Source: an optimization exercise on an open RTL-to-GDS flow (aim: small area and a short achievable clock period). Production flows keep margins and buffers that such runs may drop.
Where RTL was checked, it was by simulation tests only, not by an equivalence proof against the original.
The RTL of run 2 was laid out without a check of its function.
No activity file was given, so power comes from the tool's default toggle rates.

## flow/design.v (module list and top-level ports; edited modules follow where they fit)
// module alu_d: 4086 lines
module alu_d #(parameter N = 32)
(
  input clk, rst,
  input [1:0] inp_valid,
  input mode,
  input [3:0] cmd,
  input ce, cin,
  input [N-1:0] opa, opb,
  output reg err, g, l, e,
  output oflow, cout,
  output [(2*N-1):0] res
);
  // ...
==> flow/flow/run.sh <==
#!/bin/bash
# The standard layout, with the port buffers made of a plain buffer cell
# (buf_2) instead of the delay-cell buffers buffer_ports picks by default,
# and timing repair aimed at a larger setup slack.
set -o pipefail
export BUFFER_PORTS_ARGS="-buffer_cell sky130_fd_sc_hd__buf_2"
export SETUP_SLACK_MARGIN=6.5
bash standard.sh > standard.log 2>&1
==> flow/standard.sh <==
#!/bin/bash
# synth_recipe.tcl (not shown) runs the flow's synth.tcl, then flattens the netlist and writes it again
# the make line also repeats each setting of config.mk as NAME=value (left out here)
make -C /OpenROAD-flow-scripts/flow DESIGN_CONFIG=/design/flow/config.mk WORK_HOME=/design/flow/orfs CLKGATE_MAP_FILE= SYNTH_SCRIPT=/design/flow/synth_recipe.tcl "${@:-finish}"
==> flow/config.mk <==
export PLATFORM = sky130hd
export DESIGN_NAME = alu_d
export DESIGN_NICKNAME = alu_d
export VERILOG_FILES = /design/flow/design.v
export SDC_FILE = /design/flow/constraint.sdc
export NUM_CORES = 4
export LEC_CHECK = 0
export ABC_AREA = 1
export CAP_MARGIN = 20
export CORE_MARGIN = 2
export CORE_UTILIZATION = 40
export CTS_CLUSTER_DIAMETER = 60
export CTS_CLUSTER_SIZE = 10
export PLACE_DENSITY = 0.6
export SLEW_MARGIN = 20
==> flow/constraint.sdc <==
create_clock -name core_clock -period 11.0 [get_ports {clk}]
set_input_delay 2.2000 -clock core_clock [delete_from_list [all_inputs] [get_ports {clk}]]
set_output_delay 2.2000 -clock core_clock [all_outputs]
set_load 0.01 [all_outputs]
==> run notes, run 1 <==
status finished clean; final hold violation count 0; CTS Buf Count 39; WS Path Type register to output pin; Most Crowded Layer GR met2; PostCTS Resize Cnt 538; TritonCTS clock tree yes; Comb. pwr 4.25 mW; most frequent cells in the layout 536 x inv_1, 513 x o22ai_1, 510 x xor2_1; Worst EP required 8.80 ns; CP peak stage delay 0.32 ns; Final Cycle Share 44.25%; CTS root buf clkbuf_16; Min Hold Slack 0.4108 ns; Primary FF master, synth dfxtp_1; Starting Density 40.23%; Seq. pwr 1.45 mW; final core utilization 49.40%; Max transition margin 28.55%; WL per Instance 27.73 um; First-pass DRT Iterations 7; Slowest cell on crit path dfxtp_2; hold_buf cts 0; Mapped Nets 5,026; top cell class by occupied area multi-input combinational cells; share of cells above drive strength 1 23.01%; sequential fraction of total cell area 12.48%; dpl ws 5.111 ns; post-synthesis adder-cell area fraction 35.54%; count leader, synth o22ai_1; GRT met2 Usage 46.43%; Worst Path Buf+Inv 3; H-tree lvl count 2; Sw Share 47.04%; PortBufs 144; Top power group combinational logic; worst-path maximum fanout 8; PD cells 156.5 mW/mm2
==> run 2: changes to the inputs <==
--- a/flow/design.v
+++ b/flow/design.v
@@ -3602,22 +3602,153 @@
   assign p1731 = pp[16][30] ^ s1542;
   assign s1729 = p1731 ^ k1540;
   assign k1730 = (pp[16][30] & s1542) | (p1731 & k1540);
   assign p1734 = ~dneg[15] ^ pp[16][31];
   assign s1732 = p1734 ^ k1543;
   assign k1733 = (~dneg[15] & pp[16][31]) | (p1734 & k1543);
   wire [63:0] ts = {s1732, s1729, s1726, s1723, s1720, s1717, s1714, s1711, s1708, s1705, s1702, s1699, s1696, s1693, s1690, s1687, s1684, s1681, s1678, s1675, s1672, s1669, s1666, s1663, s1660, s1657, s1654, s1651, s1648, s1645, s1642, s1639, s1636, s1633, s1630, s1627, s1624, s1621, s1618, s1615, s1612, s1609, s1606, s1603, s1600, s1597, s1594, s1591, s1588, s1585, s1582, s1579, s1576, s1573, s1570, s1567, s1564, s1561, s1558, s1555, s1552, s1549, s1546, pp[0][0]};
   wire [63:0] tc = {k1730, k1727, k1724, k1721, k1718, k1715, k1712, k1709, k1706, k1703, k1700, k1697, k1694, k1691, k1688, k1685, k1682, k1679, k1676, k1673, k1670, k1667, k1664, k1661, k1658, k1655, k1652, k1649, k1646, k1643, k1640, k1637, k1634, k1631, k1628, k1625, k1622, k1619, k1616, k1613, k1610, k1607, k1604, k1601, k1598, k1595, k1592, k1589, k1586, k1583, k1580, k1577, k1574, k1571, k1568, k1565, k1562, k1559, k1556, k1553, k1550, k1547, k1545, s1544};
+  wire [63:0] lp_p = ts ^ tc;
+  wire [63:0] lp_g = ts & tc;
+  wire lg0_1 = lp_g[1] | (lp_p[1] & lp_g[0]);
+  wire lq0_1 = lp_p[1] & lp_p[0];
+  wire lg0_3 = lp_g[3] | (lp_p[3] & lp_g[2]);
+  wire lq0_3 = lp_p[3] & lp_p[2];
+  wire lg0_5 = lp_g[5] | (lp_p[5] & lp_g[4]);
+  wire lq0_5 = lp_p[5] & lp_p[4];
+  wire lg0_7 = lp_g[7] | (lp_p[7] & lp_g[6]);
+  wire lq0_7 = lp_p[7] & lp_p[6];
+  wire lg0_9 = lp_g[9] | (lp_p[9] & lp_g[8]);
+  wire lq0_9 = lp_p[9] & lp_p[8];
+  wire lg0_11 = lp_g[11] | (lp_p[11] & lp_g[10]);
+  wire lq0_11 = lp_p[11] & lp_p[10];
+  wire lg0_13 = lp_g[13] | (lp_p[13] & lp_g[12]);
+  wire lq0_13 = lp_p[13] & lp_p[12];
+  wire lg0_15 = lp_g[15] | (lp_p[15] & lp_g[14]);
+  wire lq0_15 = lp_p[15] & lp_p[14];
+  wire lg0_17 = lp_g[17] | (lp_p[17] & lp_g[16]);
+  wire lq0_17 = lp_p[17] & lp_p[16];
+  wire lg0_19 = lp_g[19] | (lp_p[19] & lp_g[18]);
+  wire lq0_19 = lp_p[19] & lp_p[18];
+  wire lg0_21 = lp_g[21] | (lp_p[21] & lp_g[20]);
+  wire lq0_21 = lp_p[21] & lp_p[20];
+  wire lg0_23 = lp_g[23] | (lp_p[23] & lp_g[22]);
+  wire lq0_23 = lp_p[23] & lp_p[22];
+  wire lg0_25 = lp_g[25] | (lp_p[25] & lp_g[24]);
+  wire lq0_25 = lp_p[25] & lp_p[24];
+  wire lg0_27 = lp_g[27] | (lp_p[27] & lp_g[26]);
+  wire lq0_27 = lp_p[27] & lp_p[26];
+  wire lg0_29 = lp_g[29] | (lp_p[29] & lp_g[28]);
+  wire lq0_29 = lp_p[29] & lp_p[28];
+  wire lg0_31 = lp_g[31] | (lp_p[31] & lp_g[30]);
+  wire lq0_31 = lp_p[31] & lp_p[30];
+  wire lg0_33 = lp_g[33] | (lp_p[33] & lp_g[32]);
+  wire lq0_33 = lp_p[33] & lp_p[32];
+  wire lg0_35 = lp_g[35] | (lp_p[35] & lp_g[34]);
+  wire lq0_35 = lp_p[35] & lp_p[34];
+  wire lg0_37 = lp_g[37] | (lp_p[37] & lp_g[36]);
+  wire lq0_37 = lp_p[37] & lp_p[36];
+  wire lg0_39 = lp_g[39] | (lp_p[39] & lp_g[38]);
+  wire lq0_39 = lp_p[39] & lp_p[38];
+  wire lg0_41 = lp_g[41] | (lp_p[41] & lp_g[40]);
+  wire lq0_41 = lp_p[41] & lp_p[40];
+  wire lg0_43 = lp_g[43] | (lp_p[43] & lp_g[42]);
+  wire lq0_43 = lp_p[43] & lp_p[42];
+  wire lg0_45 = lp_g[45] | (lp_p[45] & lp_g[44]);
+  wire lq0_45 = lp_p[45] & lp_p[44];
+  wire lg0_47 = lp_g[47] | (lp_p[47] & lp_g[46]);
+  wire lq0_47 = lp_p[47] & lp_p[46];
+  wire lg0_49 = lp_g[49] | (lp_p[49] & lp_g[48]);
+  wire lq0_49 = lp_p[49] & lp_p[48];
+  wire lg0_51 = lp_g[51] | (lp_p[51] & lp_g[50]);
+  wire lq0_51 = lp_p[51] & lp_p[50];
+  wire lg0_53 = lp_g[53] | (lp_p[53] & lp_g[52]);
+  wire lq0_53 = lp_p[53] & lp_p[52];
+  wire lg0_55 = lp_g[55] | (lp_p[55] & lp_g[54]);
+  wire lq0_55 = lp_p[55] & lp_p[54];
+  wire lg0_57 = lp_g[57] | (lp_p[57] & lp_g[56]);
+  wire lq0_57 = lp_p[57] & lp_p[56];
+  wire lg0_59 = lp_g[59] | (lp_p[59] & lp_g[58]);
+  wire lq0_59 = lp_p[59] & lp_p[58];
+  wire lg0_61 = lp_g[61] | (lp_p[61] & lp_g[60]);
+  wire lq0_61 = lp_p[61] & lp_p[60];
+  wire lg0_63 = lp_g[63] | (lp_p[63] & lp_g[62]);
+  wire lq0_63 = lp_p[63] & lp_p[62];
+  wire lg1_2 = lp_g[2] | (lp_p[2] & lg0_1);
+  wire lq1_2 = lp_p[2] & lq0_1;
+  wire lg1_3 = lg0_3 | (lq0_3 & lg0_1);
+  wire lq1_3 = lq0_3 & lq0_1;
+  wire lg1_6 = lp_g[6] | (lp_p[6] & lg0_5);
+  wire lq1_6 = lp_p[6] & lq0_5;
+  wire lg1_7 = lg0_7 | (lq0_7 & lg0_5);
+  wire lq1_7 = lq0_7 & lq0_5;
+  wire lg1_10 = lp_g[10] | (lp_p[10] & lg0_9);
+  wire lq1_10 = lp_p[10] & lq0_9;
+  wire lg1_11 = lg0_11 | (lq0_11 & lg0_9);
+  wire lq1_11 = lq0_11 & lq0_9;
+  wire lg1_14 = lp_g[14] | (lp_p[14] & lg0_13);
+  wire lq1_14 = lp_p[14] & lq0_13;
+  wire lg1_15 = lg0_15 | (lq0_15 & lg0_13);
+  wire lq1_15 = lq0_15 & lq0_13;
+  wire lg1_18 = lp_g[18] | (lp_p[18] & lg0_17);
+  wire lq1_18 = lp_p[18] & lq0_17;
+  wire lg1_19 = lg0_19 | (lq0_19 & lg0_17);
+  wire lq1_19 = lq0_19 & lq0_17;
+  wire lg1_22 = lp_g[22] | (lp_p[22] & lg0_21);
+  wire lq1_22 = lp_p[22] & lq0_21;
+  wire lg1_23 = lg0_23 | (lq0_23 & lg0_21);
+  wire lq1_23 = lq0_23 & lq0_21;
+  wire lg1_26 = lp_g[26] | (lp_p[26] & lg0_25);
+  wire lq1_26 = lp_p[26] & lq0_25;
+  wire lg1_27 = lg0_27 | (lq0_27 & lg0_25);
+  wire lq1_27 = lq0_27 & lq0_25;
+  wire lg1_30 = lp_g[30] | (lp_p[30] & lg0_29);
+  wire lq1_30 = lp_p[30] & lq0_29;
+  wire lg1_31 = lg0_31 | (lq0_31 & lg0_29);
+  wire lq1_31 = lq0_31 & lq0_29;
+  wire lg1_34 = lp_g[34] | (lp_p[34] & lg0_33);
+  wire lq1_34 = lp_p[34] & lq0_33;
+  wire lg1_35 = lg0_35 | (lq0_35 & lg0_33);
+  wire lq1_35 = lq0_35 & lq0_33;
+  wire lg1_38 = lp_g[38] | (lp_p[38] & lg0_37);
+  wire lq1_38 = lp_p[38] & lq0_37;
+  wire lg1_39 = lg0_39 | (lq0_39 & lg0_37);
+  wire lq1_39 = lq0_39 & lq0_37;
+  wire lg1_42 = lp_g[42] | (lp_p[42] & lg0_41);
+  wire lq1_42 = lp_p[42] & lq0_41;
+  wire lg1_43 = lg0_43 | (lq0_43 & lg0_41);
+  wire lq1_43 = lq0_43 & lq0_41;
+  wire lg1_46 = lp_g[46] | (lp_p[46] & lg0_45);
+  wire lq1_46 = lp_p[46] & lq0_45;
+  wire lg1_47 = lg0_47 | (lq0_47 & lg0_45);
+  wire lq1_47 = lq0_47 & lq0_45;
+  wire lg1_50 = lp_g[50] | (lp_p[50] & lg0_49);
+  wire lq1_50 = lp_p[50] & lq0_49;
+  wire lg1_51 = lg0_51 | (lq0_51 & lg0_49);
+  wire lq1_51 = lq0_51 & lq0_49;
+  wire lg1_54 = lp_g[54] | (lp_p[54] & lg0_53);
+  wire lq1_54 = lp_p[54] & lq0_53;
+  wire lg1_55 = lg0_55 | (lq0_55 & lg0_53);
+  wire lq1_55 = lq0_55 & lq0_53;
+  wire lg1_58 = lp_g[58] | (lp_p[58] & lg0_57);
+  wire lq1_58 = lp_p[58] & lq0_57;
+  wire lg1_59 = lg0_59 | (lq0_59 & lg0_57);
+  wire lq1_59 = lq0_59 & lq0_57;
+  wire lg1_62 = lp_g[62] | (lp_p[62] & lg0_61);
+  wire lq1_62 = lp_p[62] & lq0_61;
+  wire lg1_63 = lg0_63 | (lq0_63 & lg0_61);
+  wire lq1_63 = lq0_63 & lq0_61;
+  wire [63:0] lp_gb = {lg1_63, lg1_62, lg0_61, lp_g[60], lg1_59, lg1_58, lg0_57, lp_g[56], lg1_55, lg1_54, lg0_53, lp_g[52], lg1_51, lg1_50, lg0_49, lp_g[48], lg1_47, lg1_46, lg0_45, lp_g[44], lg1_43, lg1_42, lg0_41, lp_g[40], lg1_39, lg1_38, lg0_37, lp_g[36], lg1_35, lg1_34, lg0_33, lp_g[32], lg1_31, lg1_30, lg0_29, lp_g[28], lg1_27, lg1_26, lg0_25, lp_g[24], lg1_23, lg1_22, lg0_21, lp_g[20], lg1_19, lg1_18, lg0_17, lp_g[16], lg1_15, lg1_14, lg0_13, lp_g[12], lg1_11, lg1_10, lg0_9, lp_g[8], lg1_7, lg1_6, lg0_5, lp_g[4], lg1_3, lg1_2, lg0_1, lp_g[0]};
   wire nr = ~rst;
   reg [63:0] s_r, c_r;
   reg o_lo, o_hi, o_t32, o_mul, o_ext, o_cout, o_subov, o_sov, o_sova;
   always @(posedge clk) begin
-    s_r <= ts ^ tc;
-    c_r <= ts & tc;
+    s_r <= lp_p;
+    c_r <= lp_gb;
     o_lo    <= sel_lo & nr;
     o_hi    <= sel_hi & nr;
     o_t32   <= sel_t32 & nr;
     o_mul   <= sel_mul & nr;
     o_ext   <= sel_ext & nr;
     o_cout  <= sel_cout & nr;
     o_subov <= sel_subov & nr;
     o_sov   <= sel_sov & nr;
@@ -3625,280 +3756,200 @@
     g     <= g_r & nr;
     l     <= l_r & nr;
     e     <= e_r & nr;
     err   <= err_r & nr;
   end
   wire [63:0] t;
   wire [63:0] pg_p = s_r;
   wire [63:0] pg_g = c_r;
-  wire sg0_1 = pg_g[1] | (pg_p[1] & pg_g[0]);
-  wire sp0_1 = pg_p[1] & pg_p[0];
-  wire sg0_3 = pg_g[3] | (pg_p[3] & pg_g[2]);
-  wire sp0_3 = pg_p[3] & pg_p[2];
-  wire sg0_5 = pg_g[5] | (pg_p[5] & pg_g[4]);
-  wire sp0_5 = pg_p[5] & pg_p[4];
-  wire sg0_7 = pg_g[7] | (pg_p[7] & pg_g[6]);
-  wire sp0_7 = pg_p[7] & pg_p[6];
-  wire sg0_9 = pg_g[9] | (pg_p[9] & pg_g[8]);
-  wire sp0_9 = pg_p[9] & pg_p[8];
-  wire sg0_11 = pg_g[11] | (pg_p[11] & pg_g[10]);
-  wire sp0_11 = pg_p[11] & pg_p[10];
-  wire sg0_13 = pg_g[13] | (pg_p[13] & pg_g[12]);
-  wire sp0_13 = pg_p[13] & pg_p[12];
-  wire sg0_15 = pg_g[15] | (pg_p[15] & pg_g[14]);
-  wire sp0_15 = pg_p[15] & pg_p[14];
-  wire sg0_17 = pg_g[17] | (pg_p[17] & pg_g[16]);
-  wire sp0_17 = pg_p[17] & pg_p[16];
-  wire sg0_19 = pg_g[19] | (pg_p[19] & pg_g[18]);
-  wire sp0_19 = pg_p[19] & pg_p[18];
-  wire sg0_21 = pg_g[21] | (pg_p[21] & pg_g[20]);
-  wire sp0_21 = pg_p[21] & pg_p[20];
-  wire sg0_23 = pg_g[23] | (pg_p[23] & pg_g[22]);
-  wire sp0_23 = pg_p[23] & pg_p[22];
-  wire sg0_25 = pg_g[25] | (pg_p[25] & pg_g[24]);
-  wire sp0_25 = pg_p[25] & pg_p[24];
-  wire sg0_27 = pg_g[27] | (pg_p[27] & pg_g[26]);
-  wire sp0_27 = pg_p[27] & pg_p[26];
-  wire sg0_29 = pg_g[29] | (pg_p[29] & pg_g[28]);
-  wire sp0_29 = pg_p[29] & pg_p[28];
-  wire sg0_31 = pg_g[31] | (pg_p[31] & pg_g[30]);
-  wire sp0_31 = pg_p[31] & pg_p[30];
-  wire sg0_33 = pg_g[33] | (pg_p[33] & pg_g[32]);
-  wire sp0_33 = pg_p[33] & pg_p[32];
-  wire sg0_35 = pg_g[35] | (pg_p[35] & pg_g[34]);
-  wire sp0_35 = pg_p[35] & pg_p[34];
-  wire sg0_37 = pg_g[37] | (pg_p[37] & pg_g[36]);
-  wire sp0_37 = pg_p[37] & pg_p[36];
-  wire sg0_39 = pg_g[39] | (pg_p[39] & pg_g[38]);
-  wire sp0_39 = pg_p[39] & pg_p[38];
-  wire sg0_41 = pg_g[41] | (pg_p[41] & pg_g[40]);
-  wire sp0_41 = pg_p[41] & pg_p[40];
-  wire sg0_43 = pg_g[43] | (pg_p[43] & pg_g[42]);
-  wire sp0_43 = pg_p[43] & pg_p[42];
-  wire sg0_45 = pg_g[45] | (pg_p[45] & pg_g[44]);
-  wire sp0_45 = pg_p[45] & pg_p[44];
-  wire sg0_47 = pg_g[47] | (pg_p[47] & pg_g[46]);
-  wire sp0_47 = pg_p[47] & pg_p[46];
-  wire sg0_49 = pg_g[49] | (pg_p[49] & pg_g[48]);
-  wire sp0_49 = pg_p[49] & pg_p[48];
-  wire sg0_51 = pg_g[51] | (pg_p[51] & pg_g[50]);
-  wire sp0_51 = pg_p[51] & pg_p[50];
-  wire sg0_53 = pg_g[53] | (pg_p[53] & pg_g[52]);
-  wire sp0_53 = pg_p[53] & pg_p[52];
-  wire sg0_55 = pg_g[55] | (pg_p[55] & pg_g[54]);
-  wire sp0_55 = pg_p[55] & pg_p[54];
-  wire sg0_57 = pg_g[57] | (pg_p[57] & pg_g[56]);
-  wire sp0_57 = pg_p[57] & pg_p[56];
-  wire sg0_59 = pg_g[59] | (pg_p[59] & pg_g[58]);
-  wire sp0_59 = pg_p[59] & pg_p[58];
-  wire sg0_61 = pg_g[61] | (pg_p[61] & pg_g[60]);
-  wire sp0_61 = pg_p[61] & pg_p[60];
-  wire sg0_63 = pg_g[63] | (pg_p[63] & pg_g[62]);
-  wire sp0_63 = pg_p[63] & pg_p[62];
-  wire sg1_2 = pg_g[2] | (pg_p[2] & sg0_1);
-  wire sp1_2 = pg_p[2] & sp0_1;
-  wire sg1_3 = sg0_3 | (sp0_3 & sg0_1);
-  wire sp1_3 = sp0_3 & sp0_1;
-  wire sg1_6 = pg_g[6] | (pg_p[6] & sg0_5);
-  wire sp1_6 = pg_p[6] & sp0_5;
-  wire sg1_7 = sg0_7 | (sp0_7 & sg0_5);
-  wire sp1_7 = sp0_7 & sp0_5;
-  wire sg1_10 = pg_g[10] | (pg_p[10] & sg0_9);
-  wire sp1_10 = pg_p[10] & sp0_9;
-  wire sg1_11 = sg0_11 | (sp0_11 & sg0_9);
-  wire sp1_11 = sp0_11 & sp0_9;
-  wire sg1_14 = pg_g[14] | (pg_p[14] & sg0_13);
-  wire sp1_14 = pg_p[14] & sp0_13;
-  wire sg1_15 = sg0_15 | (sp0_15 & sg0_13);
-  wire sp1_15 = sp0_15 & sp0_13;
-  wire sg1_18 = pg_g[18] | (pg_p[18] & sg0_17);
-  wire sp1_18 = pg_p[18] & sp0_17;
-  wire sg1_19 = sg0_19 | (sp0_19 & sg0_17);
-  wire sp1_19 = sp0_19 & sp0_17;
-  wire sg1_22 = pg_g[22] | (pg_p[22] & sg0_21);
-  wire sp1_22 = pg_p[22] & sp0_21;
-  wire sg1_23 = sg0_23 | (sp0_23 & sg0_21);
-  wire sp1_23 = sp0_23 & sp0_21;
-  wire sg1_26 = pg_g[26] | (pg_p[26] & sg0_25);
-  wire sp1_26 = pg_p[26] & sp0_25;
-  wire sg1_27 = sg0_27 | (sp0_27 & sg0_25);
-  wire sp1_27 = sp0_27 & sp0_25;
-  wire sg1_30 = pg_g[30] | (pg_p[30] & sg0_29);
-  wire sp1_30 = pg_p[30] & sp0_29;
-  wire sg1_31 = sg0_31 | (sp0_31 & sg0_29);
-  wire sp1_31 = sp0_31 & sp0_29;
-  wire sg1_34 = pg_g[34] | (pg_p[34] & sg0_33);
-  wire sp1_34 = pg_p[34] & sp0_33;
-  wire sg1_35 = sg0_35 | (sp0_35 & sg0_33);
-  wire sp1_35 = sp0_35 & sp0_33;
-  wire sg1_38 = pg_g[38] | (pg_p[38] & sg0_37);
-  wire sp1_38 = pg_p[38] & sp0_37;
-  wire sg1_39 = sg0_39 | (sp0_39 & sg0_37);
-  wire sp1_39 = sp0_39 & sp0_37;
-  wire sg1_42 = pg_g[42] | (pg_p[42] & sg0_41);
-  wire sp1_42 = pg_p[42] & sp0_41;
-  wire sg1_43 = sg0_43 | (sp0_43 & sg0_41);
-  wire sp1_43 = sp0_43 & sp0_41;
-  wire sg1_46 = pg_g[46] | (pg_p[46] & sg0_45);
-  wire sp1_46 = pg_p[46] & sp0_45;
-  wire sg1_47 = sg0_47 | (sp0_47 & sg0_45);
-  wire sp1_47 = sp0_47 & sp0_45;
-  wire sg1_50 = pg_g[50] | (pg_p[50] & sg0_49);
-  wire sp1_50 = pg_p[50] & sp0_49;
-  wire sg1_51 = sg0_51 | (sp0_51 & sg0_49);
-  wire sp1_51 = sp0_51 & sp0_49;
-  wire sg1_54 = pg_g[54] | (pg_p[54] & sg0_53);
-  wire sp1_54 = pg_p[54] & sp0_53;
-  wire sg1_55 = sg0_55 | (sp0_55 & sg0_53);
-  wire sp1_55 = sp0_55 & sp0_53;
-  wire sg1_58 = pg_g[58] | (pg_p[58] & sg0_57);
-  wire sp1_58 = pg_p[58] & sp0_57;
-  wire sg1_59 = sg0_59 | (sp0_59 & sg0_57);
-  wire sp1_59 = sp0_59 & sp0_57;
-  wire sg1_62 = pg_g[62] | (pg_p[62] & sg0_61);
-  wire sp1_62 = pg_p[62] & sp0_61;
-  wire sg1_63 = sg0_63 | (sp0_63 & sg0_61);
-  wire sp1_63 = sp0_63 & sp0_61;
-  wire sg2_4 = pg_g[4] | (pg_p[4] & sg1_3);
-  wire sp2_4 = pg_p[4] & sp1_3;
-  wire sg2_5 = sg0_5 | (sp0_5 & sg1_3);
-  wire sp2_5 = sp0_5 & sp1_3;
-  wire sg2_6 = sg1_6 | (sp1_6 & sg1_3);
-  wire sp2_6 = sp1_6 & sp1_3;
-  wire sg2_7 = sg1_7 | (sp1_7 & sg1_3);
-  wire sp2_7 = sp1_7 & sp1_3;
-  wire sg2_12 = pg_g[12] | (pg_p[12] & sg1_11);
-  wire sp2_12 = pg_p[12] & sp1_11;
-  wire sg2_13 = sg0_13 | (sp0_13 & sg1_11);
-  wire sp2_13 = sp0_13 & sp1_11;
-  wire sg2_14 = sg1_14 | (sp1_14 & sg1_11);
-  wire sp2_14 = sp1_14 & sp1_11;
-  wire sg2_15 = sg1_15 | (sp1_15 & sg1_11);
-  wire sp2_15 = sp1_15 & sp1_11;
-  wire sg2_20 = pg_g[20] | (pg_p[20] & sg1_19);
-  wire sp2_20 = pg_p[20] & sp1_19;
-  wire sg2_21 = sg0_21 | (sp0_21 & sg1_19);
-  wire sp2_21 = sp0_21 & sp1_19;
-  wire sg2_22 = sg1_22 | (sp1_22 & sg1_19);
-  wire sp2_22 = sp1_22 & sp1_19;
-  wire sg2_23 = sg1_23 | (sp1_23 & sg1_19);
-  wire sp2_23 = sp1_23 & sp1_19;
-  wire sg2_28 = pg_g[28] | (pg_p[28] & sg1_27);
-  wire sp2_28 = pg_p[28] & sp1_27;
-  wire sg2_29 = sg0_29 | (sp0_29 & sg1_27);
-  wire sp2_29 = sp0_29 & sp1_27;
-  wire sg2_30 = sg1_30 | (sp1_30 & sg1_27);
-  wire sp2_30 = sp1_30 & sp1_27;
-  wire sg2_31 = sg1_31 | (sp1_31 & sg1_27);
-  wire sp2_31 = sp1_31 & sp1_27;
-  wire sg2_36 = pg_g[36] | (pg_p[36] & sg1_35);
-  wire sp2_36 = pg_p[36] & sp1_35;
-  wire sg2_37 = sg0_37 | (sp0_37 & sg1_35);
-  wire sp2_37 = sp0_37 & sp1_35;
-  wire sg2_38 = sg1_38 | (sp1_38 & sg1_35);
-  wire sp2_38 = sp1_38 & sp1_35;
-  wire sg2_39 = sg1_39 | (sp1_39 & sg1_35);
-  wire sp2_39 = sp1_39 & sp1_35;
-  wire sg2_44 = pg_g[44] | (pg_p[44] & sg1_43);
-  wire sp2_44 = pg_p[44] & sp1_43;
-  wire sg2_45 = sg0_45 | (sp0_45 & sg1_43);
-  wire sp2_45 = sp0_45 & sp1_43;
-  wire sg2_46 = sg1_46 | (sp1_46 & sg1_43);
-  wire sp2_46 = sp1_46 & sp1_43;
-  wire sg2_47 = sg1_47 | (sp1_47 & sg1_43);
-  wire sp2_47 = sp1_47 & sp1_43;
-  wire sg2_52 = pg_g[52] | (pg_p[52] & sg1_51);
-  wire sp2_52 = pg_p[52] & sp1_51;
-  wire sg2_53 = sg0_53 | (sp0_53 & sg1_51);
-  wire sp2_53 = sp0_53 & sp1_51;
-  wire sg2_54 = sg1_54 | (sp1_54 & sg1_51);
-  wire sp2_54 = sp1_54 & sp1_51;
-  wire sg2_55 = sg1_55 | (sp1_55 & sg1_51);
-  wire sp2_55 = sp1_55 & sp1_51;
-  wire sg2_60 = pg_g[60] | (pg_p[60] & sg1_59);
-  wire sp2_60 = pg_p[60] & sp1_59;
-  wire sg2_61 = sg0_61 | (sp0_61 & sg1_59);
-  wire sp2_61 = sp0_61 & sp1_59;
-  wire sg2_62 = sg1_62 | (sp1_62 & sg1_59);
-  wire sp2_62 = sp1_62 & sp1_59;
-  wire sg2_63 = sg1_63 | (sp1_63 & sg1_59);
-  wire sp2_63 = sp1_63 & sp1_59;
+  wire bp_1 = pg_p[0] & pg_p[1];
+  wire bp_2 = pg_p[0] & pg_p[1] & pg_p[2];
+  wire bp_3 = pg_p[0] & pg_p[1] & pg_p[2] & pg_p[3];
+  wire bp_5 = pg_p[4] & pg_p[5];
+  wire bp_6 = pg_p[4] & pg_p[5] & pg_p[6];
+  wire bp_7 = pg_p[4] & pg_p[5] & pg_p[6] & pg_p[7];
+  wire bp_9 = pg_p[8] & pg_p[9];
+  wire bp_10 = pg_p[8] & pg_p[9] & pg_p[10];
+  wire bp_11 = pg_p[8] & pg_p[9] & pg_p[10] & pg_p[11];
+  wire bp_13 = pg_p[12] & pg_p[13];
+  wire bp_14 = pg_p[12] & pg_p[13] & pg_p[14];
+  wire bp_15 = pg_p[12] & pg_p[13] & pg_p[14] & pg_p[15];
+  wire bp_17 = pg_p[16] & pg_p[17];
+  wire bp_18 = pg_p[16] & pg_p[17] & pg_p[18];
+  wire bp_19 = pg_p[16] & pg_p[17] & pg_p[18] & pg_p[19];
+  wire bp_21 = pg_p[20] & pg_p[21];
+  wire bp_22 = pg_p[20] & pg_p[21] & pg_p[22];
+  wire bp_23 = pg_p[20] & pg_p[21] & pg_p[22] & pg_p[23];
+  wire bp_25 = pg_p[24] & pg_p[25];
+  wire bp_26 = pg_p[24] & pg_p[25] & pg_p[26];
+  wire bp_27 = pg_p[24] & pg_p[25] & pg_p[26] & pg_p[27];
+  wire bp_29 = pg_p[28] & pg_p[29];
+  wire bp_30 = pg_p[28] & pg_p[29] & pg_p[30];
+  wire bp_31 = pg_p[28] & pg_p[29] & pg_p[30] & pg_p[31];
+  wire bp_33 = pg_p[32] & pg_p[33];
+  wire bp_34 = pg_p[32] & pg_p[33] & pg_p[34];
+  wire bp_35 = pg_p[32] & pg_p[33] & pg_p[34] & pg_p[35];
+  wire bp_37 = pg_p[36] & pg_p[37];
+  wire bp_38 = pg_p[36] & pg_p[37] & pg_p[38];
+  wire bp_39 = pg_p[36] & pg_p[37] & pg_p[38] & pg_p[39];
+  wire bp_41 = pg_p[40] & pg_p[41];
+  wire bp_42 = pg_p[40] & pg_p[41] & pg_p[42];
+  wire bp_43 = pg_p[40] & pg_p[41] & pg_p[42] & pg_p[43];
+  wire bp_45 = pg_p[44] & pg_p[45];
+  wire bp_46 = pg_p[44] & pg_p[45] & pg_p[46];
+  wire bp_47 = pg_p[44] & pg_p[45] & pg_p[46] & pg_p[47];
+  wire bp_49 = pg_p[48] & pg_p[49];
+  wire bp_50 = pg_p[48] & pg_p[49] & pg_p[50];
+  wire bp_51 = pg_p[48] & pg_p[49] & pg_p[50] & pg_p[51];
+  wire bp_53 = pg_p[52] & pg_p[53];
+  wire bp_54 = pg_p[52] & pg_p[53] & pg_p[54];
+  wire bp_55 = pg_p[52] & pg_p[53] & pg_p[54] & pg_p[55];
+  wire bp_57 = pg_p[56] & pg_p[57];
+  wire bp_58 = pg_p[56] & pg_p[57] & pg_p[58];
+  wire bp_59 = pg_p[56] & pg_p[57] & pg_p[58] & pg_p[59];
+  wire bp_61 = pg_p[60] & pg_p[61];
+  wire bp_62 = pg_p[60] & pg_p[61] & pg_p[62];
+  wire bp_63 = pg_p[60] & pg_p[61] & pg_p[62] & pg_p[63];
+  wire sg2_4 = pg_g[4] | (pg_p[4] & pg_g[3]);
+  wire sp2_4 = pg_p[4] & bp_3;
+  wire sg2_5 = pg_g[5] | (bp_5 & pg_g[3]);
+  wire sp2_5 = bp_5 & bp_3;
+  wire sg2_6 = pg_g[6] | (bp_6 & pg_g[3]);
+  wire sp2_6 = bp_6 & bp_3;
+  wire sg2_7 = pg_g[7] | (bp_7 & pg_g[3]);
+  wire sp2_7 = bp_7 & bp_3;
+  wire sg2_12 = pg_g[12] | (pg_p[12] & pg_g[11]);
+  wire sp2_12 = pg_p[12] & bp_11;
+  wire sg2_13 = pg_g[13] | (bp_13 & pg_g[11]);
+  wire sp2_13 = bp_13 & bp_11;
+  wire sg2_14 = pg_g[14] | (bp_14 & pg_g[11]);
+  wire sp2_14 = bp_14 & bp_11;
+  wire sg2_15 = pg_g[15] | (bp_15 & pg_g[11]);
+  wire sp2_15 = bp_15 & bp_11;
+  wire sg2_20 = pg_g[20] | (pg_p[20] & pg_g[19]);
+  wire sp2_20 = pg_p[20] & bp_19;
+  wire sg2_21 = pg_g[21] | (bp_21 & pg_g[19]);
+  wire sp2_21 = bp_21 & bp_19;
+  wire sg2_22 = pg_g[22] | (bp_22 & pg_g[19]);
+  wire sp2_22 = bp_22 & bp_19;
+  wire sg2_23 = pg_g[23] | (bp_23 & pg_g[19]);
+  wire sp2_23 = bp_23 & bp_19;
+  wire sg2_28 = pg_g[28] | (pg_p[28] & pg_g[27]);
+  wire sp2_28 = pg_p[28] & bp_27;
+  wire sg2_29 = pg_g[29] | (bp_29 & pg_g[27]);
+  wire sp2_29 = bp_29 & bp_27;
+  wire sg2_30 = pg_g[30] | (bp_30 & pg_g[27]);
+  wire sp2_30 = bp_30 & bp_27;
+  wire sg2_31 = pg_g[31] | (bp_31 & pg_g[27]);
+  wire sp2_31 = bp_31 & bp_27;
+  wire sg2_36 = pg_g[36] | (pg_p[36] & pg_g[35]);
+  wire sp2_36 = pg_p[36] & bp_35;
+  wire sg2_37 = pg_g[37] | (bp_37 & pg_g[35]);
+  wire sp2_37 = bp_37 & bp_35;
+  wire sg2_38 = pg_g[38] | (bp_38 & pg_g[35]);
+  wire sp2_38 = bp_38 & bp_35;
+  wire sg2_39 = pg_g[39] | (bp_39 & pg_g[35]);
+  wire sp2_39 = bp_39 & bp_35;
+  wire sg2_44 = pg_g[44] | (pg_p[44] & pg_g[43]);
+  wire sp2_44 = pg_p[44] & bp_43;
+  wire sg2_45 = pg_g[45] | (bp_45 & pg_g[43]);
+  wire sp2_45 = bp_45 & bp_43;
+  wire sg2_46 = pg_g[46] | (bp_46 & pg_g[43]);
+  wire sp2_46 = bp_46 & bp_43;
+  wire sg2_47 = pg_g[47] | (bp_47 & pg_g[43]);
+  wire sp2_47 = bp_47 & bp_43;
+  wire sg2_52 = pg_g[52] | (pg_p[52] & pg_g[51]);
+  wire sp2_52 = pg_p[52] & bp_51;
+  wire sg2_53 = pg_g[53] | (bp_53 & pg_g[51]);
+  wire sp2_53 = bp_53 & bp_51;
+  wire sg2_54 = pg_g[54] | (bp_54 & pg_g[51]);
+  wire sp2_54 = bp_54 & bp_51;
+  wire sg2_55 = pg_g[55] | (bp_55 & pg_g[51]);
+  wire sp2_55 = bp_55 & bp_51;
+  wire sg2_60 = pg_g[60] | (pg_p[60] & pg_g[59]);
+  wire sp2_60 = pg_p[60] & bp_59;
+  wire sg2_61 = pg_g[61] | (bp_61 & pg_g[59]);
+  wire sp2_61 = bp_61 & bp_59;
+  wire sg2_62 = pg_g[62] | (bp_62 & pg_g[59]);
+  wire sp2_62 = bp_62 & bp_59;
+  wire sg2_63 = pg_g[63] | (bp_63 & pg_g[59]);
+  wire sp2_63 = bp_63 & bp_59;
   wire sg3_8 = pg_g[8] | (pg_p[8] & sg2_7);
   wire sp3_8 = pg_p[8] & sp2_7;
-  wire sg3_9 = sg0_9 | (sp0_9 & sg2_7);
-  wire sp3_9 = sp0_9 & sp2_7;
-  wire sg3_10 = sg1_10 | (sp1_10 & sg2_7);
-  wire sp3_10 = sp1_10 & sp2_7;
-  wire sg3_11 = sg1_11 | (sp1_11 & sg2_7);
-  wire sp3_11 = sp1_11 & sp2_7;
+  wire sg3_9 = pg_g[9] | (bp_9 & sg2_7);
+  wire sp3_9 = bp_9 & sp2_7;
+  wire sg3_10 = pg_g[10] | (bp_10 & sg2_7);
+  wire sp3_10 = bp_10 & sp2_7;
+  wire sg3_11 = pg_g[11] | (bp_11 & sg2_7);
+  wire sp3_11 = bp_11 & sp2_7;
   wire sg3_12 = sg2_12 | (sp2_12 & sg2_7);
   wire sp3_12 = sp2_12 & sp2_7;
   wire sg3_13 = sg2_13 | (sp2_13 & sg2_7);
   wire sp3_13 = sp2_13 & sp2_7;
   wire sg3_14 = sg2_14 | (sp2_14 & sg2_7);
   wire sp3_14 = sp2_14 & sp2_7;
   wire sg3_15 = sg2_15 | (sp2_15 & sg2_7);
   wire sp3_15 = sp2_15 & sp2_7;
   wire sg3_24 = pg_g[24] | (pg_p[24] & sg2_23);
   wire sp3_24 = pg_p[24] & sp2_23;
-  wire sg3_25 = sg0_25 | (sp0_25 & sg2_23);
-  wire sp3_25 = sp0_25 & sp2_23;
-  wire sg3_26 = sg1_26 | (sp1_26 & sg2_23);
-  wire sp3_26 = sp1_26 & sp2_23;
-  wire sg3_27 = sg1_27 | (sp1_27 & sg2_23);
-  wire sp3_27 = sp1_27 & sp2_23;
+  wire sg3_25 = pg_g[25] | (bp_25 & sg2_23);
+  wire sp3_25 = bp_25 & sp2_23;
+  wire sg3_26 = pg_g[26] | (bp_26 & sg2_23);
+  wire sp3_26 = bp_26 & sp2_23;
+  wire sg3_27 = pg_g[27] | (bp_27 & sg2_23);
+  wire sp3_27 = bp_27 & sp2_23;
   wire sg3_28 = sg2_28 | (sp2_28 & sg2_23);
   wire sp3_28 = sp2_28 & sp2_23;
   wire sg3_29 = sg2_29 | (sp2_29 & sg2_23);
   wire sp3_29 = sp2_29 & sp2_23;
   wire sg3_30 = sg2_30 | (sp2_30 & sg2_23);
   wire sp3_30 = sp2_30 & sp2_23;
   wire sg3_31 = sg2_31 | (sp2_31 & sg2_23);
   wire sp3_31 = sp2_31 & sp2_23;
   wire sg3_40 = pg_g[40] | (pg_p[40] & sg2_39);
   wire sp3_40 = pg_p[40] & sp2_39;
-  wire sg3_41 = sg0_41 | (sp0_41 & sg2_39);
-  wire sp3_41 = sp0_41 & sp2_39;
-  wire sg3_42 = sg1_42 | (sp1_42 & sg2_39);
-  wire sp3_42 = sp1_42 & sp2_39;
-  wire sg3_43 = sg1_43 | (sp1_43 & sg2_39);
-  wire sp3_43 = sp1_43 & sp2_39;
+  wire sg3_41 = pg_g[41] | (bp_41 & sg2_39);
+  wire sp3_41 = bp_41 & sp2_39;
+  wire sg3_42 = pg_g[42] | (bp_42 & sg2_39);
+  wire sp3_42 = bp_42 & sp2_39;
+  wire sg3_43 = pg_g[43] | (bp_43 & sg2_39);
+  wire sp3_43 = bp_43 & sp2_39;
   wire sg3_44 = sg2_44 | (sp2_44 & sg2_39);
   wire sp3_44 = sp2_44 & sp2_39;
   wire sg3_45 = sg2_45 | (sp2_45 & sg2_39);
   wire sp3_45 = sp2_45 & sp2_39;
   wire sg3_46 = sg2_46 | (sp2_46 & sg2_39);
   wire sp3_46 = sp2_46 & sp2_39;
   wire sg3_47 = sg2_47 | (sp2_47 & sg2_39);
   wire sp3_47 = sp2_47 & sp2_39;
   wire sg3_56 = pg_g[56] | (pg_p[56] & sg2_55);
   wire sp3_56 = pg_p[56] & sp2_55;
-  wire sg3_57 = sg0_57 | (sp0_57 & sg2_55);
-  wire sp3_57 = sp0_57 & sp2_55;
-  wire sg3_58 = sg1_58 | (sp1_58 & sg2_55);
-  wire sp3_58 = sp1_58 & sp2_55;
-  wire sg3_59 = sg1_59 | (sp1_59 & sg2_55);
-  wire sp3_59 = sp1_59 & sp2_55;
+  wire sg3_57 = pg_g[57] | (bp_57 & sg2_55);
+  wire sp3_57 = bp_57 & sp2_55;
+  wire sg3_58 = pg_g[58] | (bp_58 & sg2_55);
+  wire sp3_58 = bp_58 & sp2_55;
+  wire sg3_59 = pg_g[59] | (bp_59 & sg2_55);
+  wire sp3_59 = bp_59 & sp2_55;
   wire sg3_60 = sg2_60 | (sp2_60 & sg2_55);
   wire sp3_60 = sp2_60 & sp2_55;
   wire sg3_61 = sg2_61 | (sp2_61 & sg2_55);
   wire sp3_61 = sp2_61 & sp2_55;
   wire sg3_62 = sg2_62 | (sp2_62 & sg2_55);
   wire sp3_62 = sp2_62 & sp2_55;
   wire sg3_63 = sg2_63 | (sp2_63 & sg2_55);
   wire sp3_63 = sp2_63 & sp2_55;
   wire sg4_16 = pg_g[16] | (pg_p[16] & sg3_15);
   wire sp4_16 = pg_p[16] & sp3_15;
-  wire sg4_17 = sg0_17 | (sp0_17 & sg3_15);
-  wire sp4_17 = sp0_17 & sp3_15;
-  wire sg4_18 = sg1_18 | (sp1_18 & sg3_15);
-  wire sp4_18 = sp1_18 & sp3_15;
-  wire sg4_19 = sg1_19 | (sp1_19 & sg3_15);
-  wire sp4_19 = sp1_19 & sp3_15;
+  wire sg4_17 = pg_g[17] | (bp_17 & sg3_15);
+  wire sp4_17 = bp_17 & sp3_15;
+  wire sg4_18 = pg_g[18] | (bp_18 & sg3_15);
+  wire sp4_18 = bp_18 & sp3_15;
+  wire sg4_19 = pg_g[19] | (bp_19 & sg3_15);
+  wire sp4_19 = bp_19 & sp3_15;
   wire sg4_20 = sg2_20 | (sp2_20 & sg3_15);
   wire sp4_20 = sp2_20 & sp3_15;
   wire sg4_21 = sg2_21 | (sp2_21 & sg3_15);
   wire sp4_21 = sp2_21 & sp3_15;
   wire sg4_22 = sg2_22 | (sp2_22 & sg3_15);
   wire sp4_22 = sp2_22 & sp3_15;
   wire sg4_23 = sg2_23 | (sp2_23 & sg3_15);
   wire sp4_23 = sp2_23 & sp3_15;
@@ -3915,22 +3966,22 @@
   wire sg4_29 = sg3_29 | (sp3_29 & sg3_15);
   wire sp4_29 = sp3_29 & sp3_15;
   wire sg4_30 = sg3_30 | (sp3_30 & sg3_15);
   wire sp4_30 = sp3_30 & sp3_15;
   wire sg4_31 = sg3_31 | (sp3_31 & sg3_15);
   wire sp4_31 = sp3_31 & sp3_15;
   wire sg4_48 = pg_g[48] | (pg_p[48] & sg3_47);
   wire sp4_48 = pg_p[48] & sp3_47;
-  wire sg4_49 = sg0_49 | (sp0_49 & sg3_47);
-  wire sp4_49 = sp0_49 & sp3_47;
-  wire sg4_50 = sg1_50 | (sp1_50 & sg3_47);
-  wire sp4_50 = sp1_50 & sp3_47;
-  wire sg4_51 = sg1_51 | (sp1_51 & sg3_47);
-  wire sp4_51 = sp1_51 & sp3_47;
+  wire sg4_49 = pg_g[49] | (bp_49 & sg3_47);
+  wire sp4_49 = bp_49 & sp3_47;
+  wire sg4_50 = pg_g[50] | (bp_50 & sg3_47);
+  wire sp4_50 = bp_50 & sp3_47;
+  wire sg4_51 = pg_g[51] | (bp_51 & sg3_47);
+  wire sp4_51 = bp_51 & sp3_47;
   wire sg4_52 = sg2_52 | (sp2_52 & sg3_47);
   wire sp4_52 = sp2_52 & sp3_47;
   wire sg4_53 = sg2_53 | (sp2_53 & sg3_47);
   wire sp4_53 = sp2_53 & sp3_47;
   wire sg4_54 = sg2_54 | (sp2_54 & sg3_47);
   wire sp4_54 = sp2_54 & sp3_47;
   wire sg4_55 = sg2_55 | (sp2_55 & sg3_47);
   wire sp4_55 = sp2_55 & sp3_47;
@@ -3947,22 +3998,22 @@
   wire sg4_61 = sg3_61 | (sp3_61 & sg3_47);
   wire sp4_61 = sp3_61 & sp3_47;
   wire sg4_62 = sg3_62 | (sp3_62 & sg3_47);
   wire sp4_62 = sp3_62 & sp3_47;
   wire sg4_63 = sg3_63 | (sp3_63 & sg3_47);
   wire sp4_63 = sp3_63 & sp3_47;
   wire sg5_32 = pg_g[32] | (pg_p[32] & sg4_31);
   wire sp5_32 = pg_p[32] & sp4_31;
-  wire sg5_33 = sg0_33 | (sp0_33 & sg4_31);
-  wire sp5_33 = sp0_33 & sp4_31;
-  wire sg5_34 = sg1_34 | (sp1_34 & sg4_31);
-  wire sp5_34 = sp1_34 & sp4_31;
-  wire sg5_35 = sg1_35 | (sp1_35 & sg4_31);
-  wire sp5_35 = sp1_35 & sp4_31;
+  wire sg5_33 = pg_g[33] | (bp_33 & sg4_31);
+  wire sp5_33 = bp_33 & sp4_31;
+  wire sg5_34 = pg_g[34] | (bp_34 & sg4_31);
+  wire sp5_34 = bp_34 & sp4_31;
+  wire sg5_35 = pg_g[35] | (bp_35 & sg4_31);
+  wire sp5_35 = bp_35 & sp4_31;
   wire sg5_36 = sg2_36 | (sp2_36 & sg4_31);
   wire sp5_36 = sp2_36 & sp4_31;
   wire sg5_37 = sg2_37 | (sp2_37 & sg4_31);
   wire sp5_37 = sp2_37 & sp4_31;
   wire sg5_38 = sg2_38 | (sp2_38 & sg4_31);
   wire sp5_38 = sp2_38 & sp4_31;
   wire sg5_39 = sg2_39 | (sp2_39 & sg4_31);
   wire sp5_39 = sp2_39 & sp4_31;
@@ -4011,19 +4062,19 @@
   wire sg5_61 = sg4_61 | (sp4_61 & sg4_31);
   wire sp5_61 = sp4_61 & sp4_31;
   wire sg5_62 = sg4_62 | (sp4_62 & sg4_31);
   wire sp5_62 = sp4_62 & sp4_31;
   wire sg5_63 = sg4_63 | (sp4_63 & sg4_31);
   wire sp5_63 = sp4_63 & sp4_31;
   assign t[0] = pg_p[0];
   assign t[1] = pg_p[1] ^ pg_g[0];
-  assign t[2] = pg_p[2] ^ sg0_1;
-  assign t[3] = pg_p[3] ^ sg1_2;
-  assign t[4] = pg_p[4] ^ sg1_3;
+  assign t[2] = pg_p[2] ^ pg_g[1];
+  assign t[3] = pg_p[3] ^ pg_g[2];
+  assign t[4] = pg_p[4] ^ pg_g[3];
   assign t[5] = pg_p[5] ^ sg2_4;
   assign t[6] = pg_p[6] ^ sg2_5;
   assign t[7] = pg_p[7] ^ sg2_6;
   assign t[8] = pg_p[8] ^ sg2_7;
   assign t[9] = pg_p[9] ^ sg3_8;
   assign t[10] = pg_p[10] ^ sg3_9;
   assign t[11] = pg_p[11] ^ sg3_10;
   assign t[12] = pg_p[12] ^ sg3_11;
==> flow/flow/run.sh (replaced) <==
#!/bin/bash
# The standard layout, with the port buffers made of a plain buffer cell
# (buf_2) instead of the delay-cell buffers buffer_ports picks by default,
# and timing repair aimed at a larger setup slack.
set -o pipefail
export BUFFER_PORTS_ARGS="-buffer_cell sky130_fd_sc_hd__buf_2"
export SETUP_SLACK_MARGIN=6
bash standard.sh > standard.log 2>&1
==> flow/config.mk (replaced) <==
export PLATFORM = sky130hd
export DESIGN_NAME = alu_d
export DESIGN_NICKNAME = alu_d
export VERILOG_FILES = /design/flow/design.v
export SDC_FILE = /design/flow/constraint.sdc
export NUM_CORES = 4
export LEC_CHECK = 0
export ABC_CLOCK_PERIOD_IN_PS = 5000
export CAP_MARGIN = 20
export CORE_MARGIN = 2
export CORE_UTILIZATION = 40
export CTS_CLUSTER_DIAMETER = 60
export CTS_CLUSTER_SIZE = 10
export PLACE_DENSITY = 0.6
export SLEW_MARGIN = 20
==> run 2 against run 1 <==
Still clean. Clock power down 13%. Wire length fell by 3.0%. Power fell by 3.2%. Sequential power is 4% higher. Synthesized cell count decreased by 16%. Area after synthesis shrank 2.1%. Sequential cell count unchanged. Count of clock-buffer cells in the layout down 6. Critical path depth down 9. Worst setup slack got worse by 0.48 ns. Combinational power shrank 3%. Final cell count decreased by 13%. Largest cell class unchanged.
==> run notes, run 2 <==
fin nets 4,423; Starting Density 40.16% (-0.065 points); Max transition margin 28.93% (+0.37 points); Synth area leaders fa_1 30%, dfxtp_1 15%, a22oi_1 11%; Max clock buf depth 3; Yosys reg bits 271; core area 0.08797 mm2; RSZ-0062 raised after global routing yes; GRT Total Usage 29.74%; GRT Residual Overflow 0; Seq/Total Area, Yosys 15.36%; ys async rst share 0%; row count 109; Setup TNS 0 ns; clock latency (worst-skew pair) 0.59 ns; Synth warnings 1; First-pass DRT Iterations 8 (+1); actual slew at the worst max-slew pin 1.064 ns; PD cells 157.4 mW/mm2 (+0.55%); TritonCTS clock tree yes; max FFs per register 64; CTS Buf Count 36 (-7.7%); detailed placement HPWL 88,570 um; PortBufs 144 (unchanged); Fmax 186.8 MHz; Primary FF master, synth dfxtp_1; most frequent cells in the layout 502 x fa_1, 489 x a22oi_1, 359 x inv_1; vias per inst 6.318; final instance area 0.04267 mm2; EDFF count, synth 0; RD Place Congestion 0.9264; Max Clock Skew 0.02946 ns; status finished clean; Die Ht 301.2 um; WL per Instance 30.92 um (+12%); initial antenna violation count 8; post-synth top area share 30.26%; max-slew violations 0; Synth-to-Final Area Change 20.78%; worst-path maximum fanout 6 (-2); count leader, synth fa_1; DR vias 30,490; dpl ws 5.127 ns (+0.01602 ns); vias in the first global route 29,740; Routed WL 149,200 um; CTS sink cnt 271; Worst EP required 8.80 ns (about the same); H-tree lvl count 2 (unchanged); register name with the most flops s_r; first-pass GRT wire length 200,100 um; Final Cycle Share 48.66% (+4.4 points); final worst path period need 5.352 ns; VDD IR max 0.09726 mV; Synth area leader fa_1; Detail Route Antenna Nets 0; CTS clk-pin slew, worst paths 0.05 ns; Synth cell types 75; largest net degree at the start of global routing 36; initial drt markers 4,684; crit end category output pin; biggest registers after layout s_r (64), c_r (63), b_r (33); Placed Area 0.03690 mm2; Post-Syn Area 0.03533 mm2; syn avg cell area 9.953 um2; Die Area 0.09072 mm2; share of cells above drive strength 1 21.06% (-2.0 points); max-cap violation count 0; hold_buf cts 0 (unchanged); most frequent cells after synthesis 534 x fa_1, 529 x a22oi_1, 366 x inv_1; Mapped Nets 4,328 (-14%); Final Setup Violations 0; Worst Hold Class register to register; final hold violation count 0 (unchanged); CP Launch Type register; leakage power total 16.40 nW; DR DRC count 0; Arr. time, crit path 3.15 ns; CTS root buf clkbuf_16; top-level port count 145; WS Path Type register to output pin; most common cell after layout, fill and taps aside fa_1; final worst slack 5.648 ns; Die X 301.2 um; Post-Syn Instances 3,550
run 2: changes by cell type in the layout (fill, tap and decap cells not counted), sizes merged, moves of 97 or more:
cell and delta:
o22ai -586, a22oi +529, nand2 -439, xnor2 +358, xor2 -303, inv -223, nand3 -153, a21o +105
nor2 -97
run 2: critical path, stage by stage (launching register included):
cell     delay, ns
dfxtp_1       0.42
and3_1        0.23
a31oi_1       0.27
o31ai_2       0.14
a31o_4        0.25
or2_4         0.27
a221o_1       0.37
xor2_4        0.28
a22o_1        0.20
buf_2         0.14
run 2: per-layer routing:
layer | up-vias | part of all wire, % | GRT usage, %
met4 | 20 | 6.9 | 13.22
met2 | 2638 | 40 | 43.15
li1 | 12270 | - | -
met5 | - | 0.30 | 1.746
met1 | 14830 | 36 | 38.54
met3 | 723 | 16 | 12.17
run 2: logic make-up after synthesis:
kind of cell,count (synthesis),share of synthesized area (%)
buf+inv,729,7.787
fa+ha+maj,703,36.24
mux,34,2.036
simple gates,312,4.448
xor+xnor,586,14.53
compound gates,915,19.60
flops,271,15.36
run 2: power breakdown:
group          internal (mW)  switching, mW
clock network          0.629          0.460
registers               1.27          0.242
logic                   1.75           2.36
run 2: stage by stage:
| step | util (%) | power, mW | std cells | hold slack, ns |
|---|---|---|---|---|
| 2_1_floorplan | - | 3.601 | 3550 | 0.3290 |
| 3_3_place_gp | 41.94 | 4.931 | 4594 | 0.4223 |
| 3_5_place_dp | 41.94 | 4.952 | 4594 | 0.4204 |
| 4_1_cts | 45.35 | 6.397 | 4693 | 0.4315 |
| 5_1_grt | 48.51 | 7.123 | 4824 | 0.4530 |
| 6_report | 48.51 | 6.716 | 4825 | 0.4310 |
run 2: repair_timing:
action | CTS | global route
cloned | 8 | 41
buffers inserted | 41 | 88
resized for setup | 317 | 283
pin swaps | 56 | 91
hold endpoints to repair | 0 | 0
endpoints found under the setup margin | 108 | 67
run 2: path summary, 6_finish.rpt:
kind	slack, ns	cells after the start	from	endpoint
max reg2reg	5.95	15	a_r[30]$_DFF_P_	c_r[51]$_DFF_P_
min	0.43	1	sel_hi$_DFF_P_	o_hi$_DFF_P_
min reg2reg	0.43	1	sel_hi$_DFF_P_	o_hi$_DFF_P_
max	5.65	9	s_r[44]$_DFF_P_	res[21]
run 2: layout make-up:
type / instances / area (um2)
clock buffer: 39 / 922.1
antenna: 3 / 7.507
inverter: 371 / 1421
sequential: 271 / 5628
clock inverter: 11 / 152.6
tap: 1165 / 1458
timing repair buffer: 414 / 4761
multi-input combinational: 2551 / 28320
fill: 7961 / 45290

## what the ideal ports hide
The flow's constraints put no driver on any port. The routed layouts listed below were extracted and timed again, unchanged, in two steps.
Step 1 assumes that a clkbuf_16 drives the clock port and a buf_2 every other input.
Step 2 also shifts input and output timing later by t, the mid clock arrival at the registers, as if the neighbouring blocks saw the same clock.
Three values: ideal, step 1, step 2; two values: the first two.
run	t, ns	setup slack, ns	worst register clock-pin slew, ns
run 1	0.655	6.132 / 6.064 / 6.382	0.06 / 0.06
run 2	0.638	5.648 / 5.581 / 5.947	0.06 / 0.06
After both steps every run listed still meets setup and hold.
